Context: an optimization exercise on an open-source flow, tuned for small area, a short achievable clock period and few clock cycles per item. The choices shown serve that exercise and are no tape-out recipe. Where RTL was checked, it was by simulation tests only, not by an equivalence proof against the original.

==> flow/design.v (excerpt) <==
module ysyx_041461_MUL(
    input  wire   [0:0]  clk             ,
    input  wire   [0:0]  rst             ,
    input  wire   [0:0]  MUL_valid_in    ,
    input  wire   [1:0]  MUL_signed      ,
    input  wire   [63:0] MUL_multiplicand,
    input  wire   [63:0] MUL_multiplier  ,
    output wire   [0:0]  MUL_valid_out   ,
    output wire   [63:0] MUL_result_hi   ,
    output wire   [63:0] MUL_result_lo
);
reg        idle;
reg [10:1] ph;
always @(posedge clk or posedge rst) begin
    if (rst) begin
        idle <= 1'b1;
        ph   <= 10'b0;
    end else begin
        idle <= (idle & ~MUL_valid_in) | ph[10];
        ph   <= {ph[9:1], idle & MUL_valid_in};
    end
end
assign MUL_valid_out = ph[10];
wire [0:0] first;
assign first[0] = ph[1];
wire m01_in = ~MUL_signed[1] & MUL_signed[0];
reg [64:0] X;
reg        m01_r, ext_r, b0_r;
always @(posedge clk) begin
    X     <= {MUL_signed[1] & MUL_multiplicand[63], MUL_multiplicand};
    m01_r <= m01_in;
    b0_r  <= MUL_multiplier[0] & ~m01_in;
    ext_r <= MUL_signed[1] & MUL_signed[0] & MUL_multiplier[63];
end
reg [63:0] Q;
wire [7:0] chunk;
always @(posedge clk) begin
    Q <= {chunk, Q[63:8]};
end
wire [8:0] win_in = {MUL_multiplier[8:1], 1'b0};
wire [64:0] Bx = {MUL_signed[1] & MUL_signed[0] & MUL_multiplier[63], MUL_multiplier};
wire [8:0] win    = ({9{idle}} & win_in) |
                     ({9{ph[1]}} & Bx[16:8]) |
  ...
Size: ~2000 cells after synthesis, roughly 260 I/O pins.
clock: 8.0 ns
lec_check: 0
cap_margin: 20
cell_pad_in_sites_detail_placement: 1
cell_pad_in_sites_global_placement: 2
core_margin: 2
core_utilization: 40
cts_cluster_diameter: 100
cts_cluster_size: 25
setup_slack_margin: 5
slew_margin: 20
synth_hierarchical: 1
run.sh (not shown) runs the stock make flow with config.mk's settings and CLKGATE_MAP_FILE= SYNTH_SCRIPT=/design/flow/synth_recipe.tcl, a recipe that flattens the netlist after the stock synthesis.
==> next run, changes <==
CORE_UTILIZATION = 30   (was 40)
Outcome: Critical path depth stays the same; clock-buffer cell count rose by 3; clock skew rose by 23 ps; wire length rose by 6.2%; via count barely changes; die area rose by 33%; area after synthesis is unchanged; flip-flop and latch count stays the same; synthesized cell count does not change.
Function was not checked in any run of this note: the RTL went through the layout flow alone.

---

## run F
ysyx_041461_MUL, a different RTL version from the one above (not shown whole).
Size in the first run: roughly 2600 cells after synthesis, ~260 I/O pins, about 26000 µm² of cells after synthesis.
## ysyx_041461_MUL
module ysyx_041461_MUL(
    input  wire   [0:0]  clk             ,
    input  wire   [0:0]  rst             ,
    input  wire   [0:0]  MUL_valid_in    ,
    input  wire   [1:0]  MUL_signed      ,
    input  wire   [63:0] MUL_multiplicand,
    input  wire   [63:0] MUL_multiplier  ,
    output wire   [0:0]  MUL_valid_out   ,
    output wire   [63:0] MUL_result_hi   ,
    output wire   [63:0] MUL_result_lo
);
Settings: LEC_CHECK=0, ABC_CLOCK_PERIOD_IN_PS=1500, CAP_MARGIN=20, CELL_PAD_IN_SITES_DETAIL_PLACEMENT=1, CELL_PAD_IN_SITES_GLOBAL_PLACEMENT=2, CORE_MARGIN=2, CORE_UTILIZATION=30, SETUP_SLACK_MARGIN=5, SLEW_MARGIN=20; clock period 8.0 ns.
Run F went all the way through the flow, and no timing, DRC or antenna check failed.
Testbench counts of run F, summed over its fixed seeds: cycles 26,400, items 2,400.
Setup changes, run F to run B
Settings: ABC_CLOCK_PERIOD_IN_PS removed (was 1500); SETUP_SLACK_MARGIN removed (was 5).
Findings:
- For run B, the critical path's slowest cell was sky130_fd_sc_hd__a2111oi_2, unlike run F, where it was sky130_fd_sc_hd__fa_2.
- On number of placed cells counting well taps, run B and run F are neck and neck.
- In run B, the final hold slack came out 0.0068 ns above the value in run F.
- Wire length of the first global-routing pass (run B vs. run F) decreases by a few percent

---

== the baseline ==
ysyx_041461_MUL, a different RTL version from the one above (not shown whole).
Size: about 400 flip-flops, roughly 260 I/O pins, about 26000 µm² of cells after synthesis.
clock: 8.0 ns
lec_check: 0
abc_clock_period_in_ps: 1500
cap_margin: 20
cell_pad_in_sites_detail_placement: 1
cell_pad_in_sites_global_placement: 2
core_margin: 2
core_utilization: 30
setup_slack_margin: 5
slew_margin: 20
synth_hierarchical: 1
Per the final summary, the baseline finished and its layout is clean on timing, DRC and antenna.
## Diff of input files: the candidate against the baseline
- ABC_CLOCK_PERIOD_IN_PS now 600, was 1500
[summary]
Comparing the baseline against the candidate, there is no change at all in relative area change from synthesis to final layout. Summary of the candidate over the baseline: minimum setup slack in the final design closely matched the old numbers, number of post-CTS setup repair buffers closely matched the old numbers, maximum single-stage delay on the critical path closely matched the old numbers, cell area closely matched the old numbers. Delta (the candidate minus the baseline): via count held steady; worst hold margin neither gained nor lost much. Comparing the candidate against the baseline, there is no change at all in site row count.
Function was not checked in any run of this note: the RTL went through the layout flow alone.

---

Another version of the RTL of ysyx_041461_MUL (not shown whole).
Size in the first run: about 2900 cells after synthesis, about 400 flip-flops, ~260 I/O pins, ~0.027 mm2 of cells after synthesis.
==> flow/config.mk <==
export PLATFORM = sky130hd
export DESIGN_NAME = ysyx_041461_MUL
export DESIGN_NICKNAME = ysyx_041461_MUL
export VERILOG_FILES = /design/flow/design.v
export SDC_FILE = /design/flow/constraint.sdc
export NUM_CORES = 4
export LEC_CHECK = 0
export ABC_CLOCK_PERIOD_IN_PS = 1500
export CAP_MARGIN = 20
export CELL_PAD_IN_SITES_DETAIL_PLACEMENT = 1
export CELL_PAD_IN_SITES_GLOBAL_PLACEMENT = 2
export CORE_MARGIN = 2
export CORE_UTILIZATION = 55
export SETUP_SLACK_MARGIN = 5
export SLEW_MARGIN = 20
==> flow/constraint.sdc <==
create_clock -name core_clock -period 8.0 [get_ports {clk}]
set_input_delay 1.6000 -clock core_clock [delete_from_list [all_inputs] [get_ports {clk}]]
set_output_delay 1.6000 -clock core_clock [all_outputs]
set_load 0.01 [all_outputs]
The baseline finished clean.
==> next run, changes <==
CORE_UTILIZATION = 30   (was 55)
Result: Count of clock-buffer cells in the layout goes up by 3; setup slack improved by 0.17 ns; wire length goes up by 1.4%; area after synthesis is unchanged; cell count goes up by 14%.
==> next run, changes <==
ABC_CLOCK_PERIOD_IN_PS = 600   (was 1500)
SYNTH_HIERARCHICAL = 0   (was default)
Effect: Count of clock-buffer cells in the layout does not change. Die area is unchanged. Sequential cell count stays the same.
No run of this note included a check of the RTL's function; only the layout flow was run.
